This design comes from an exercise in tuning for small area on the open sky130 flow, not from production work. The RTL was checked by simulation tests, not by an equivalence proof against the original design. No activity file was given, so power comes from the tool's default toggle rates.

==> job 7547: inputs <==
==> flow/design.v <==
`timescale 1ns / 1ps
`timescale 1ns / 1ps
module Uart8Receiver (
    input  wire       clk,
    input  wire       rst,
    input  wire       tick,
    input  wire       in,
    output reg  [7:0] data,
    output reg        done,
    output reg        busy,
    output reg        err
);
    localparam [1:0] IDLE = 2'd0;
    localparam [1:0] DATA_BITS = 2'd1;
    localparam [1:0] STOP_BIT = 2'd2;
    reg [1:0] state;
    reg [2:0] inputSw;
    reg [6:0] cnt;    
    wire sampledBit = (inputSw[2] & inputSw[1]) |
                      (inputSw[1] & inputSw[0]) |
                      (inputSw[2] & inputSw[0]);
    always @(posedge clk) begin
        if (rst) begin
            state <= IDLE;
            inputSw <= 3'b111;
            done <= 1'b0;
            busy <= 1'b0;
            err <= 1'b0;
        end else if (tick) begin
            inputSw <= {inputSw[1:0], in};
            done <= 1'b0;
            case (state)
                IDLE: begin
                    if (!sampledBit) begin
                        if (cnt[2:0] == 3'd7) begin
                            state <= DATA_BITS;
                            busy <= 1'b1;
                            cnt <= 7'd0;
                        end else begin
                            cnt <= cnt + 7'd1;
                        end
                    end else begin
                        cnt <= 7'd0;
                    end
                end
                DATA_BITS: begin
                    if (cnt[3:0] == 4'hF)
                        data <= {sampledBit, data[7:1]};
                    if (cnt == 7'h7F)
                        state <= STOP_BIT;
                    cnt <= cnt + 7'd1;
                end
                default: begin  
                    if (cnt[3:0] == 4'hF) begin
                        state <= IDLE;
                        if (sampledBit) begin
                            done <= 1'b1;
                            busy <= 1'b0;
                        end else begin
                            err <= 1'b1;
                        end
                    end
                    cnt <= cnt + 7'd1;
                end
            endcase
        end
    end
endmodule
`timescale 1ns / 1ps
`timescale 1ns / 1ps
module Uart8_Matrix10 (
    input wire clk,
    input wire rst,
    input wire rx,
    input wire rxEn,
    output wire [7:0] out,
    output wire rxDone,
    output wire rxBusy,
    output wire rxErr,
    output wire tx,
    input wire txEn,
    output wire txDone,
    output wire txBusy,
    output reg [7:0] led
);
    localparam [2:0] RX_A = 3'd0, RX_B = 3'd1, WAIT = 3'd2, SUM = 3'd3, TX = 3'd4;
    reg [6:0] bc;
    always @(posedge clk) begin
        if (rst) bc <= 7'd0;
        else bc <= bc + 7'd1;
    end
    wire rxTick = (bc[2:0] == 3'd3);
    wire bitEnd = (bc == 7'd127);
    wire [7:0] rxData;
    Uart8Receiver rxInst (
        .clk(clk),
        .rst(rst),
        .tick(rxTick),
        .in(rx),
        .data(rxData),
        .done(rxDone),
        .busy(rxBusy),
        .err(rxErr)
    );
    wire rxRise = rxDone & (bc[2:0] == 3'd4);
    assign out = rxRise ? rxData : led;
    always @(posedge clk) begin
        if (rst) led <= 8'd0;
        else if (rxRise) led <= rxData;
    end
    reg [3:0] m, k;
    reg [2:0] ph;
    wire revEnd = (m == 4'd9) & (k == 4'd9);
    always @(posedge clk) begin
        if (rst) begin
            m <= 4'd0;
            k <= 4'd0;
            ph <= 3'd0;
        end else begin
        if (k == 4'd9) begin
            k <= 4'd0;
            m <= (m == 4'd9) ? 4'd0 : m + 4'd1;
        end else begin
            k <= k + 4'd1;
        end
        if (revEnd) ph <= ph + 3'd1;
        end
    end
    reg [2:0] st;
    reg pend;             
    reg [3:0] hi, lo;     
    reg [3:0] tbit;       
    reg [7:0] acc;
    wire wrA = (st == RX_A) & pend & (m == hi) & (k == lo);
    wire wrB = (st == RX_B) & pend & (m == lo) & (k == hi) & (ph == 3'd7);
    reg [799:0] ringA;
    reg [799:0] ringB;
    always @(posedge clk) begin
        ringA <= {wrA ? led : ringA[7:0], ringA[799:8]};
        ringB <= {wrB ? led : {ringB[6:0], ringB[7]}, ringB[799:8]};
    end
    wire [3:0] dd = lo - hi;
    wire wrap = lo < hi;
    wire [3:0] d = wrap ? dd + 4'd10 : dd;
    reg bbit;
    always @(*) begin
        case (d)
            4'd0: bbit = ringB[7];
            4'd1: bbit = ringB[87];
            4'd2: bbit = ringB[167];
            4'd3: bbit = ringB[247];
            4'd4: bbit = ringB[327];
            4'd5: bbit = ringB[407];
            4'd6: bbit = ringB[487];
            4'd7: bbit = ringB[567];
            4'd8: bbit = ringB[647];
            default: bbit = ringB[727];
        endcase
    end
    wire [2:0] pp = ph + {2'd0, wrap};    
    wire [7:0] term = ringA[7:0] & {8{bbit}};
    wire [7:0] base = (k != 4'd0) ? acc : (pp == 3'd0) ? 8'd0 : {acc[6:0], 1'b0};
    wire lastElem = (hi == 4'd9) & (lo == 4'd9);
    always @(posedge clk) begin
        if (rst) begin
            st <= RX_A;
            pend <= 1'b0;
            hi <= 4'd0;
            lo <= 4'd0;
        end else begin
            if (rxRise) pend <= 1'b1;
            case (st)
                RX_A, RX_B: begin
                    if (wrA | wrB) begin
                        pend <= 1'b0;
                        if (lo == 4'd9) begin
                            lo <= 4'd0;
                            hi <= (hi == 4'd9) ? 4'd0 : hi + 4'd1;
                        end else begin
                            lo <= lo + 4'd1;
                        end
                        if (lastElem) st <= st + 3'd1;
                    end
                end
                WAIT: begin
                    if (revEnd & (pp == 3'd7)) st <= SUM;
                end
                SUM: begin
                    if (m == hi) acc <= base + term;
                    if (revEnd & (pp == 3'd7)) begin
                        st <= TX;
                        tbit <= 4'd15;
                    end
                end
                default: begin  
                    if (bitEnd) begin
                        tbit <= tbit + 4'd1;
                        if (tbit != 4'd0 && tbit != 4'd15) acc <= {1'b0, acc[7:1]};
                        if (tbit == 4'd9) begin
                            if (lo == 4'd9) begin
                                lo <= 4'd0;
                                hi <= (hi == 4'd9) ? 4'd0 : hi + 4'd1;
                            end else begin
                                lo <= lo + 4'd1;
                            end
                            st <= lastElem ? RX_A : WAIT;
                        end
                    end
                end
            endcase
        end
    end
    assign txBusy = (st == TX) & (tbit != 4'd9);
    assign txDone = (st == TX) & (tbit == 4'd9);
    assign tx = (st != TX) | (tbit == 4'd9) | (tbit == 4'd15) | ((tbit != 4'd0) & acc[0]);
endmodule
==> flow/run.sh <==
#!/bin/bash
# synth_recipe.tcl (not shown) runs the flow's synth.tcl, then flattens the netlist and writes it again
# the make line also repeats each setting of config.mk as NAME=value (left out here)
make -C /OpenROAD-flow-scripts/flow DESIGN_CONFIG=/design/flow/config.mk WORK_HOME=/design/flow/orfs CLKGATE_MAP_FILE= SYNTH_SCRIPT=/design/flow/synth_recipe.tcl finish
==> flow/config.mk <==
export PLATFORM = sky130hd
export DESIGN_NAME = Uart8_Matrix10
export DESIGN_NICKNAME = Uart8_Matrix10
export VERILOG_FILES = /design/flow/design.v
export SDC_FILE = /design/flow/constraint.sdc
export NUM_CORES = 4
export LEC_CHECK = 0
export CAP_MARGIN = 20
export CORE_MARGIN = 2
export CORE_UTILIZATION = 45
export PLACE_DENSITY = 0.6
export SLEW_MARGIN = 20
==> flow/constraint.sdc <==
create_clock -name core_clock -period 12.0 [get_ports {clk}]
set_input_delay 2.4000 -clock core_clock [delete_from_list [all_inputs] [get_ports {clk}]]
set_output_delay 2.4000 -clock core_clock [all_outputs]
set_load 0.01 [all_outputs]
==> job 1856 (differences from job 7547) <==
--- a/flow/design.v
+++ b/flow/design.v
@@ -6,8 +6,12 @@
     input  wire       tick,
     input  wire       in,
-    output reg  [7:0] data,
+    input  wire       txRun,   
+    input  wire       txStep,  
+    output wire       shift,  
+    output wire       sbit,   
     output reg        done,
     output reg        busy,
-    output reg        err
+    output reg        err,
+    output wire [3:0] txBit   
 );
     localparam [1:0] IDLE = 2'd0;
@@ -20,4 +24,7 @@
                       (inputSw[1] & inputSw[0]) |
                       (inputSw[2] & inputSw[0]);
+    assign shift = tick & (state == DATA_BITS) & (cnt[3:0] == 4'hF);
+    assign sbit = sampledBit;
+    assign txBit = cnt[3:0];
     always @(posedge clk) begin
         if (rst) begin
@@ -40,4 +47,6 @@
                             cnt <= cnt + 7'd1;
                         end
+                    end else if (txRun) begin
+                        if (txStep) cnt <= cnt + 7'd1;
                     end else begin
                         cnt <= 7'd0;
@@ -45,6 +54,4 @@
                 end
                 DATA_BITS: begin
-                    if (cnt[3:0] == 4'hF)
-                        data <= {sampledBit, data[7:1]};
                     if (cnt == 7'h7F)
                         state <= STOP_BIT;
@@ -91,6 +98,8 @@
     end
     wire rxTick = (bc[2:0] == 3'd3);
-    wire bitEnd = (bc == 7'd127);
-    wire [7:0] rxData;
+    wire bitEnd = (bc == 7'd123);    
+    wire rxShift, rxBit;
+    wire [3:0] tbit;      
+    reg [2:0] st;
     Uart8Receiver rxInst (
         .clk(clk),
@@ -98,14 +107,19 @@
         .tick(rxTick),
         .in(rx),
-        .data(rxData),
+        .txRun(st == TX),
+        .txStep(bc[6:3] == 4'hF),
+        .txBit(tbit),
+        .shift(rxShift),
+        .sbit(rxBit),
         .done(rxDone),
         .busy(rxBusy),
         .err(rxErr)
     );
+    reg [7:0] acc;        
     wire rxRise = rxDone & (bc[2:0] == 3'd4);
-    assign out = rxRise ? rxData : led;
+    assign out = rxRise ? acc : led;
     always @(posedge clk) begin
         if (rst) led <= 8'd0;
-        else if (rxRise) led <= rxData;
+        else if (rxRise) led <= acc;
     end
     reg [3:0] m, k;
@@ -127,9 +141,6 @@
         end
     end
-    reg [2:0] st;
     reg pend;             
     reg [3:0] hi, lo;     
-    reg [3:0] tbit;       
-    reg [7:0] acc;
     wire wrA = (st == RX_A) & pend & (m == hi) & (k == lo);
     wire wrB = (st == RX_B) & pend & (m == lo) & (k == hi) & (ph == 3'd7);
@@ -160,5 +171,5 @@
     wire [2:0] pp = ph + {2'd0, wrap};    
     wire [7:0] term = ringA[7:0] & {8{bbit}};
-    wire [7:0] base = (k != 4'd0) ? acc : (pp == 3'd0) ? 8'd0 : {acc[6:0], 1'b0};
+    wire [7:0] base = (k != 4'd0) ? acc : {acc[6:0], 1'b0};
     wire lastElem = (hi == 4'd9) & (lo == 4'd9);
     always @(posedge clk) begin
@@ -170,4 +181,5 @@
         end else begin
             if (rxRise) pend <= 1'b1;
+            if (rxShift) acc <= {rxBit, acc[7:1]};
             case (st)
                 RX_A, RX_B: begin
@@ -188,14 +200,10 @@
                 SUM: begin
                     if (m == hi) acc <= base + term;
-                    if (revEnd & (pp == 3'd7)) begin
-                        st <= TX;
-                        tbit <= 4'd15;
-                    end
+                    if (revEnd & (pp == 3'd7)) st <= TX;
                 end
                 default: begin  
                     if (bitEnd) begin
-                        tbit <= tbit + 4'd1;
-                        if (tbit != 4'd0 && tbit != 4'd15) acc <= {1'b0, acc[7:1]};
-                        if (tbit == 4'd9) begin
+                        if (tbit >= 4'd2 && tbit <= 4'd9) acc <= {1'b0, acc[7:1]};
+                        if (tbit == 4'd10) begin
                             if (lo == 4'd9) begin
                                 lo <= 4'd0;
@@ -211,6 +219,6 @@
         end
     end
-    assign txBusy = (st == TX) & (tbit != 4'd9);
-    assign txDone = (st == TX) & (tbit == 4'd9);
-    assign tx = (st != TX) | (tbit == 4'd9) | (tbit == 4'd15) | ((tbit != 4'd0) & acc[0]);
+    assign txBusy = (st == TX) & (tbit != 4'd10);
+    assign txDone = (st == TX) & (tbit == 4'd10);
+    assign tx = (st != TX) | (tbit == 4'd10) | (tbit == 4'd0) | ((tbit != 4'd1) & acc[0]);
 endmodule
==> flow/flow/run.sh (new file) <==
#!/bin/bash
# Standard layout with a leaner clock tree: clkbuf_8 buffers on clusters of
# up to 16 registers and no dummy loads (the default tree uses clkbuf_16 on
# clusters of about five registers and pads it with dummy loads). Every port
# still gets its own buffer, a buf_1 instead of a clkdlybuf4s50_1.
set -euo pipefail
export CTS_ARGS="-sink_clustering_enable -repair_clock_nets -dont_use_dummy_load -buf_list sky130_fd_sc_hd__clkbuf_8 -sink_clustering_size 16 -sink_clustering_max_diameter 80 -sink_buffer_max_cap_derate 1.0"
export BUFFER_PORTS_ARGS="-buffer_cell sky130_fd_sc_hd__buf_1"
bash standard.sh > standard.log 2>&1
==> flow/standard.sh (new file) <==
#!/bin/bash
# synth_recipe.tcl (not shown) runs the flow's synth.tcl, then flattens the netlist and writes it again
# the make line also repeats each setting of config.mk as NAME=value (left out here)
make -C /OpenROAD-flow-scripts/flow DESIGN_CONFIG=/design/flow/config.mk WORK_HOME=/design/flow/orfs CLKGATE_MAP_FILE= SYNTH_SCRIPT=/design/flow/synth_recipe.tcl "${@:-finish}"
--- a/flow/config.mk
+++ b/flow/config.mk
@@ -6,4 +6,5 @@
 export NUM_CORES = 4
 export LEC_CHECK = 0
+export ABC_AREA = 1
 export CAP_MARGIN = 20
 export CORE_MARGIN = 2
removed: flow/run.sh
==> job 8204 (differences from job 7547) <==
==> flow/flow/run.sh (new file) <==
#!/bin/bash
# Standard layout with a leaner clock tree: fewer, larger sink clusters
# and no dummy loads.
set -euo pipefail
export CTS_ARGS="-sink_clustering_enable -repair_clock_nets -dont_use_dummy_load -buf_list sky130_fd_sc_hd__clkbuf_8 -sink_clustering_size 22 -sink_clustering_max_diameter 60 -sink_buffer_max_cap_derate 1.0"
bash standard.sh > standard.log 2>&1
==> flow/standard.sh (new file) <==
#!/bin/bash
# synth_recipe.tcl (not shown) runs the flow's synth.tcl, then flattens the netlist and writes it again
# the make line also repeats each setting of config.mk as NAME=value (left out here)
make -C /OpenROAD-flow-scripts/flow DESIGN_CONFIG=/design/flow/config.mk WORK_HOME=/design/flow/orfs CLKGATE_MAP_FILE= SYNTH_SCRIPT=/design/flow/synth_recipe.tcl "${@:-finish}"
--- a/flow/config.mk
+++ b/flow/config.mk
@@ -6,7 +6,8 @@
 export NUM_CORES = 4
 export LEC_CHECK = 0
+export ABC_AREA = 1
 export CAP_MARGIN = 20
 export CORE_MARGIN = 2
-export CORE_UTILIZATION = 45
-export PLACE_DENSITY = 0.6
+export CORE_UTILIZATION = 65
+export PLACE_DENSITY = 0.75
 export SLEW_MARGIN = 20
removed: flow/run.sh
==> job 7437 (differences from job 7547) <==
==> flow/flow/run.sh (new file) <==
#!/bin/bash
# Standard layout, with a clock tree of clkbuf_8 buffers driving clusters of
# up to 16 registers and no dummy loads (the default tree uses clkbuf_16 on
# clusters of about five registers and pads it with dummy loads).
set -euo pipefail
export CTS_ARGS="-sink_clustering_enable -repair_clock_nets -dont_use_dummy_load -buf_list sky130_fd_sc_hd__clkbuf_8 -sink_clustering_size 16 -sink_clustering_max_diameter 80 -sink_buffer_max_cap_derate 1.0"
bash standard.sh > standard.log 2>&1
==> flow/standard.sh (new file) <==
#!/bin/bash
# synth_recipe.tcl (not shown) runs the flow's synth.tcl, then flattens the netlist and writes it again
# the make line also repeats each setting of config.mk as NAME=value (left out here)
make -C /OpenROAD-flow-scripts/flow DESIGN_CONFIG=/design/flow/config.mk WORK_HOME=/design/flow/orfs CLKGATE_MAP_FILE= SYNTH_SCRIPT=/design/flow/synth_recipe.tcl "${@:-finish}"
removed: flow/run.sh
==> summary.txt <==
| metric | job 7547 | job 1856 | job 8204 | job 7437 |
|---|---|---|---|---|
| Met2 wire length | 17.4 mm | 16.2 mm | 18.0 mm | 16.1 mm |
| Iteration-0 DRC count of the detailed router | 611 | 597 | 740 | 551 |
| Drt total wl | 43.9 mm | 42.3 mm | 43.8 mm | 41.5 mm |
| Nets | 2297 | 2417 | 2398 | 2264 |
| Count of state elements after synthesis | 1673 | 1661 | 1673 | 1673 |
| Met1 layer wirelength in the final routing | 22.7 mm | 22.7 mm | 22.8 mm | 22.2 mm |
| Proportion of netlist area held by the largest area contributor | 89.5% | 90.3% | 89.5% | 89.5% |
| Share of the core filled with cells in the final layout | 53.7% | 49.0% | 69.7% | 49.3% |
| Via count of the first global-routing pass | 14700 | 14500 | 14200 | 14000 |
| Via count | 14000 | 14100 | 14000 | 13600 |
| Count of non-filler cells in the finished layout | 3433 | 3436 | 3115 | 3285 |
| Compound-Gate Fraction of Synth Area | 1.48% | 2.05% | 1.76% | 1.48% |
| Status | complete, no violations | complete, no violations | complete, no violations | complete, no violations |
| Measured slew at the worst slew-check pin | 846 ps | 1030 ps | 859 ps | 843 ps |
| Count of multi-input gates | 382 | 464 | 456 | 382 |
| Initial cell density of the core | 45.6% | 45.4% | 65.5% | 45.6% |
| Logic depth of the worst register-to-register path | 19 | 23 | 25 | 19 |
| Multi-input gate share of total cell area | 6.58% | 6.63% | 6.50% | 7.16% |
| Overall die height | 290 um | 289 um | 242 um | 290 um |
| Chip width | 290 um | 289 um | 242 um | 290 um |
| Core area | 0.0808 mm2 | 0.0804 mm2 | 0.0562 mm2 | 0.0808 mm2 |
| Clk sink count | 1673 | 1661 | 1673 | 1673 |
| Area growth, synth to finish | 17.7% | 8.03% | 6.41% | 8.24% |
| Tapcells | 1060 | 1060 | 756 | 1060 |
| Post-route clock skew | 39.2 ps | 79.3 ps | 83.9 ps | 64.4 ps |
| Switching power summed over all nets | 1.97 mW | 1.50 mW | 1.45 mW | 1.50 mW |
| Count of flip-flops with a built-in enable after synthesis | 27 | 15 | 27 | 27 |

==> static timing again, ports no longer ideal <==
Ports are ideal in the flow. The routed layouts listed here were re-timed in OpenROAD. Step 1 (the two cells are an assumption about what drives the block):
set clk [get_ports {clk}]
set_driving_cell -lib_cell sky130_fd_sc_hd__clkbuf_16 $clk
set_driving_cell -lib_cell sky130_fd_sc_hd__buf_2 [delete_from_list [all_inputs] $clk]
Step 2 moves the port delays by t, midway between the first and last clock arrival at a register: inputs arrive t later, outputs are due t later. That takes back most of the time a late clock gives input paths. Slacks: ideal / step 1 / step 2; pairs: ideal / step 1.
run | t (ns) | slack for setup (ns) | hold WS [ns] | clock arrival spread, ns
job 7547 | 0.754 | 6.589 / 6.589 / 6.589 | 0.297 / 0.297 / 0.297 | 0.045 / 0.046
job 1856 | 0.733 | 7.101 / 7.047 / 7.336 | 0.256 / 0.256 / 0.256 | 0.086 / 0.086
job 8204 | 0.718 | 6.629 / 6.572 / 7.290 | 0.280 / 0.280 / 0.280 | 0.095 / 0.095
job 7437 | 0.744 | 6.600 / 6.600 / 6.600 | 0.285 / 0.285 / 0.285 | 0.077 / 0.077
After both steps setup and hold are still met in every run listed.
